Context: an optimization exercise on an open-source flow, tuned for small area, a short achievable clock period and few clock cycles per item. The choices shown serve that exercise and are no tape-out recipe.
Only simulation tests tie the RTL to the original design; equivalence was not proved.
Power is estimated from default activity; no workload was simulated.

==> maple <==
## mips_div64
module mips_div64(
  input  logic         clk,
  input  logic         reset,
  input  logic [63:0]  srcA,
  input  logic [63:0]  srcB,
  input  logic [4:0]   rob_ptr_in,
  input  logic [1:0]   hilo_prf_ptr_in,
  input  logic         is_signed_div,
  input  logic         start_div,
  output logic [127:0] y,
  output logic [4:0]   rob_ptr_out,
  output logic [1:0]   hilo_prf_ptr_out,
  output logic         ready,
  output logic         complete
);
   localparam integer LG_G = 2;
   localparam integer G = 1 << LG_G;
   localparam integer DW = 66 + G - 1;
   localparam logic [1:0] IDLE = 2'd0, SETUP = 2'd1, ITER = 2'd2, DONE = 2'd3;
   logic [1:0]    r_state;
   logic [64:0]   r_R;        
   logic [DW-1:0] r_D;        
   logic [63:0]   r_Q;        
   logic [7:0]    r_k;        
   logic [5:0]    r_cnt;
   logic          r_negA, r_qneg, r_exit;
   logic          r_z0;       
   logic [4:0]    r_rob;
   logic [1:0]    r_hilo;
   function automatic logic [6:0] clz64(input logic [63:0] x);
      logic [15:0] v1; logic [31:0] c1;    
      logic [3:0]  v2; logic [15:0] c2;    
      logic        v3; logic [5:0]  c3;
      for (int i = 0; i < 16; i++) begin
         v1[i] = |x[4*i +: 4];
         c1[2*i+1] = ~x[4*i+3] & ~x[4*i+2];
         c1[2*i]   = ~x[4*i+3] & (x[4*i+2] | ~x[4*i+1]);
      end
      for (int i = 0; i < 4; i++) begin
         v2[i] = |v1[4*i +: 4];
         c2[4*i+3] = ~v1[4*i+3] & ~v1[4*i+2];
         c2[4*i+2] = ~v1[4*i+3] & (v1[4*i+2] | ~v1[4*i+1]);
         c2[4*i +: 2] = v1[4*i+3] ? c1[2*(4*i+3) +: 2] :
                        v1[4*i+2] ? c1[2*(4*i+2) +: 2] :
                        v1[4*i+1] ? c1[2*(4*i+1) +: 2] : c1[2*(4*i) +: 2];
      end
      v3 = |v2;
      c3[5] = ~v2[3] & ~v2[2];
      c3[4] = ~v2[3] & (v2[2] | ~v2[1]);
      c3[3:0] = v2[3] ? c2[12 +: 4] : v2[2] ? c2[8 +: 4] : v2[1] ? c2[4 +: 4] : c2[0 +: 4];
      clz64 = v3 ? {1'b0, c3} : 7'd64;
   endfunction
   logic       sA, sB, qn, bz;
   logic [6:0] lsA, lsB, lsB63;
   logic [7:0] k_in;
   assign sA    = is_signed_div & srcA[63];
  ...
==> module mips_div64, before the edit <==
module mips_div64(
  input  logic         clk,
  input  logic         reset,
  input  logic [63:0]  srcA,
  input  logic [63:0]  srcB,
  input  logic [4:0]   rob_ptr_in,
  input  logic [1:0]   hilo_prf_ptr_in,
  input  logic         is_signed_div,
  input  logic         start_div,
  output logic [127:0] y,
  output logic [4:0]   rob_ptr_out,
  output logic [1:0]   hilo_prf_ptr_out,
  output logic         ready,
  output logic         complete
);
   localparam integer LG_G = 2;
   localparam integer G = 1 << LG_G;
   localparam integer DW = 66 + G - 1;
   localparam logic [1:0] IDLE = 2'd0, SETUP = 2'd1, ITER = 2'd2, DONE = 2'd3;
   logic [1:0]    r_state;
   logic [64:0]   r_R;        
   logic [DW-1:0] r_D;        
   logic [63:0]   r_Q;        
   logic [7:0]    r_k;        
   logic [5:0]    r_cnt;
   logic          r_negA, r_qneg, r_exit;
   logic          r_z0;       
   logic [4:0]    r_rob;
   logic [1:0]    r_hilo;
   function automatic logic [6:0] clz64(input logic [63:0] x);
      logic [15:0] v1; logic [31:0] c1;    
      logic [3:0]  v2; logic [15:0] c2;    
      logic        v3; logic [5:0]  c3;
      for (int i = 0; i < 16; i++) begin
         v1[i] = |x[4*i +: 4];
         c1[2*i+1] = ~x[4*i+3] & ~x[4*i+2];
         c1[2*i]   = ~x[4*i+3] & (x[4*i+2] | ~x[4*i+1]);
      end
      for (int i = 0; i < 4; i++) begin
         v2[i] = |v1[4*i +: 4];
         c2[4*i+3] = ~v1[4*i+3] & ~v1[4*i+2];
         c2[4*i+2] = ~v1[4*i+3] & (v1[4*i+2] | ~v1[4*i+1]);
         c2[4*i +: 2] = v1[4*i+3] ? c1[2*(4*i+3) +: 2] :
                        v1[4*i+2] ? c1[2*(4*i+2) +: 2] :
                        v1[4*i+1] ? c1[2*(4*i+1) +: 2] : c1[2*(4*i) +: 2];
      end
      v3 = |v2;
      c3[5] = ~v2[3] & ~v2[2];
      c3[4] = ~v2[3] & (v2[2] | ~v2[1]);
      c3[3:0] = v2[3] ? c2[12 +: 4] : v2[2] ? c2[8 +: 4] : v2[1] ? c2[4 +: 4] : c2[0 +: 4];
      clz64 = v3 ? {1'b0, c3} : 7'd64;
   endfunction
   logic       sA, sB, qn, bz;
   logic [6:0] lsA, lsB, lsB63;
   logic [7:0] k_in;
   assign sA    = is_signed_div & srcA[63];
   assign sB    = is_signed_div & srcB[63];
   assign qn    = sA ^ sB;
   assign bz    = ~|srcB;
   assign lsA   = clz64(sA ? {~srcA[62:0], 1'b1} : srcA);
   assign lsB   = clz64(srcB ^ {64{sB}});
   assign lsB63 = {1'b0, lsB[5:0] | {6{lsB[6]}}};
   pp_add8 u_k (.a({1'b0, lsB63}), .b(~{1'b0, lsA}), .cin(1'b1), .s(k_in));
   logic [DW-1:0] d_lv [LG_G:6];
   logic          fill;
   assign fill       = ~r_qneg;
   assign d_lv[LG_G] = {r_D[DW-G:0], {(G-1){fill}}};
   for (genvar l = LG_G; l < 6; l++) begin : g_sh
      assign d_lv[l+1] = r_k[l] ? {d_lv[l][DW-1-(1<<l):0], {(1<<l){fill}}} : d_lv[l];
   end
   logic [DW-1:0] xs, sum;
   logic          cin, zero, acc;
   assign xs  = {{(DW-65){r_R[64]}}, r_R};
   assign cin = ~r_qneg;
   logic zero_n;
   pp_add69 u_add (.a(xs), .b(r_D), .cin(cin), .s(sum), .zn(zero_n));
   assign zero = ~zero_n;
   assign acc = (r_negA ? (sum[DW-1] | zero) : ~sum[DW-1]) & ~r_z0;
   logic start, setup_sub;
   assign start     = (r_state == IDLE) & start_div;
   assign setup_sub = (r_state == SETUP) & r_qneg & ~r_exit;
   always_ff @(posedge clk) begin
      if (reset) begin
         r_state <= IDLE;
      end else begin
         case (r_state)
           IDLE:  if (start_div) r_state <= SETUP;
           SETUP: r_state <= r_exit ? IDLE : ITER;
           ITER:  if (r_z0 | (r_cnt == 6'd0)) r_state <= DONE;
           DONE:  r_state <= IDLE;
         endcase
      end
   end
   logic upd, en_neg, en_pos, en_R;
   assign upd    = (setup_sub | (r_state == ITER)) & ~r_z0;
   assign en_neg = start | (upd & r_negA);
   assign en_pos = start | (upd & (~r_negA | zero));
   pp_mux2i u_en (.s(sum[DW-1]), .a(~en_neg), .b(~en_pos), .y(en_R));
   always_ff @(posedge clk) begin
      r_k    <= k_in;
      r_exit <= bz | k_in[7];
   end
   always_ff @(posedge clk) begin
      if (start) begin
         r_negA <= sA;
         r_qneg <= qn;
         r_rob  <= rob_ptr_in;
         r_hilo <= hilo_prf_ptr_in;
      end
      if (en_R)
        r_R <= start ? {sA, srcA} : sum[64:0];
      r_z0 <= setup_sub & ~acc;
      if (r_state == SETUP)
        r_cnt <= r_k[5:0] | (G - 1);
      else
        r_cnt <= r_cnt - 6'd1;
   end
   always_ff @(posedge clk) begin
      if (start)
        r_D <= {{(DW-64){sB}}, srcB} ^ {DW{~qn}};
      else if (r_state == SETUP)
        r_D <= d_lv[6];
      else
        r_D <= {r_D[DW-1], r_D[DW-1:1]};
      if (start)
        r_Q <= bz ? (qn ? 64'd1 : '1) : '0;
      else if (r_state == SETUP)
        r_Q <= {64{r_qneg}};
      else if (r_z0)
        r_Q <= '0;
      else
        r_Q <= {r_Q[62:0], acc ^ r_qneg};
   end
   assign complete         = (r_state == DONE) | ((r_state == SETUP) & r_exit);
   assign ready            = (r_state == IDLE) & ~start_div;
   assign y                = {r_R[63:0], r_Q};
   assign rob_ptr_out      = r_rob;
   assign hilo_prf_ptr_out = r_hilo;
endmodule
export LEC_CHECK = 0
export CAP_MARGIN = 20
export CORE_MARGIN = 2
export CORE_UTILIZATION = 40
export SETUP_SLACK_MARGIN = 1.4
export SLEW_MARGIN = 20
export SYNTH_HIERARCHICAL = 1
create_clock -name core_clock -period 4.0 [get_ports {clk}]
standard.sh (not shown) runs the stock make flow with config.mk's settings and CLKGATE_MAP_FILE= SYNTH_SCRIPT=/design/flow/synth_recipe.tcl, a recipe that flattens the netlist after the stock synthesis.
==> flow/flow/run.sh <==
#!/bin/bash
# Standard ORFS layout (the standard.sh) with one change to how it is
# made: the port buffers use the smallest buffer cell instead of the delay
# buffer buffer_ports picks by default.  All of make's output goes to
# standard_flow.log here.
set -euo pipefail
export BUFFER_PORTS_ARGS="-buffer_cell sky130_fd_sc_hd__buf_1"
bash standard.sh > standard_flow.log 2>&1
==> inputs of juniper, as changes to maple <==
--- a/flow/design.v
+++ b/flow/design.v
@@ -1691,15 +1691,17 @@
       clz64 = v3 ? {1'b0, c3} : 7'd64;
    endfunction
-   logic       sA, sB, qn, bz;
-   logic [6:0] lsA, lsB, lsB63;
-   logic [7:0] k_in;
+   logic        sA, sB, qn, bz, ubigA, ubigB;
+   logic [6:0]  cA, lsB0, lsB;
+   logic [7:0]  k_in;
    assign sA    = is_signed_div & srcA[63];
    assign sB    = is_signed_div & srcB[63];
    assign qn    = sA ^ sB;
    assign bz    = ~|srcB;
-   assign lsA   = clz64(sA ? {~srcA[62:0], 1'b1} : srcA);
-   assign lsB   = clz64(srcB ^ {64{sB}});
-   assign lsB63 = {1'b0, lsB[5:0] | {6{lsB[6]}}};
-   pp_add8 u_k (.a({1'b0, lsB63}), .b(~{1'b0, lsA}), .cin(1'b1), .s(k_in));
+   assign ubigA = ~is_signed_div & srcA[63];
+   assign ubigB = ~is_signed_div & srcB[63];
+   assign cA    = clz64({srcA[63:1] ^ srcA[62:0], 1'b1});
+   assign lsB0  = clz64({1'b0, srcB[63:1] ^ srcB[62:0]});
+   assign lsB   = ubigB ? 7'd0 : {1'b0, lsB0[5:0] | {6{lsB0[6]}}};
+   pp_add8 u_k (.a({1'b0, lsB}), .b(~{1'b0, cA & {7{~ubigA}}}), .cin(srcA[63]), .s(k_in));
    logic [DW-1:0] d_lv [LG_G:6];
    logic          fill;
@@ -1732,9 +1734,12 @@
       end
    end
-   logic upd, en_neg, en_pos, en_R;
+   logic upd, en_neg, en_pos;
+   logic [3:0] en_R;
    assign upd    = (setup_sub | (r_state == ITER)) & ~r_z0;
    assign en_neg = start | (upd & r_negA);
    assign en_pos = start | (upd & (~r_negA | zero));
-   pp_mux2i u_en (.s(sum[DW-1]), .a(~en_neg), .b(~en_pos), .y(en_R));
+   for (genvar i = 0; i < 4; i++) begin : g_en
+      pp_mux2i u_en (.s(sum[DW-1]), .a(~en_neg), .b(~en_pos), .y(en_R[i]));
+   end
    always_ff @(posedge clk) begin
       r_k    <= k_in;
@@ -1748,6 +1753,9 @@
          r_hilo <= hilo_prf_ptr_in;
       end
-      if (en_R)
-        r_R <= start ? {sA, srcA} : sum[64:0];
+      for (int i = 0; i < 4; i++)
+        if (en_R[i])
+          r_R[16*i +: 16] <= start ? srcA[16*i +: 16] : sum[16*i +: 16];
+      if (en_R[3])
+        r_R[64] <= start ? sA : sum[64];
       r_z0 <= setup_sub & ~acc;
       if (r_state == SETUP)
SETUP_SLACK_MARGIN = 0.45   (was 1.4)
==> comparison <==
- juniper completed with no timing, DRC or antenna violations. maple finished clean.
- Between juniper and maple, the lower sequential share of layout area is in maple (gap 2.0 points).
- Of juniper and maple, maple has the higher sequential power (gap about 10%, measured against maple).
- Against maple, the worst setup slack of juniper is worse by 0.24 ns.
- In maple the clock skew is higher than in juniper, by 0.025 ns.
Testbench counts of maple, summed over its fixed seeds: cycles 34,475, items 2,400.
Testbench counts of juniper, summed over its fixed seeds: cycles 34,475, items 2,400.

## afterwards: timing with drivers on the ports
The flow's constraints put no driver on any port. The routed layouts listed below were extracted and timed again, unchanged, in two steps.
Step 1, drivers: a clkbuf_16 drives clk and a buf_2 each remaining input, both assumed.
Step 2 also shifts input and output timing later by t, the mid clock arrival at the registers, as if the neighbouring blocks saw the same clock.
Three values: no drivers, after step 1, after step 2; two values: the first two.
run	t, ns	slack for setup (ns)	hold WS [ns]	worst data-port slew with drivers (ns)
maple	0.646	0.835 / 0.835 / 0.221	0.365 / 0.329 / 0.404	0.08
juniper	0.623	0.597 / 0.622 / 0.009	0.395 / 0.367 / 0.404	0.08
After both steps every run listed still meets setup and hold. The setup slack of maple, which loses most, moves by 0.000 ns with the drivers and by -0.614 ns with both steps.
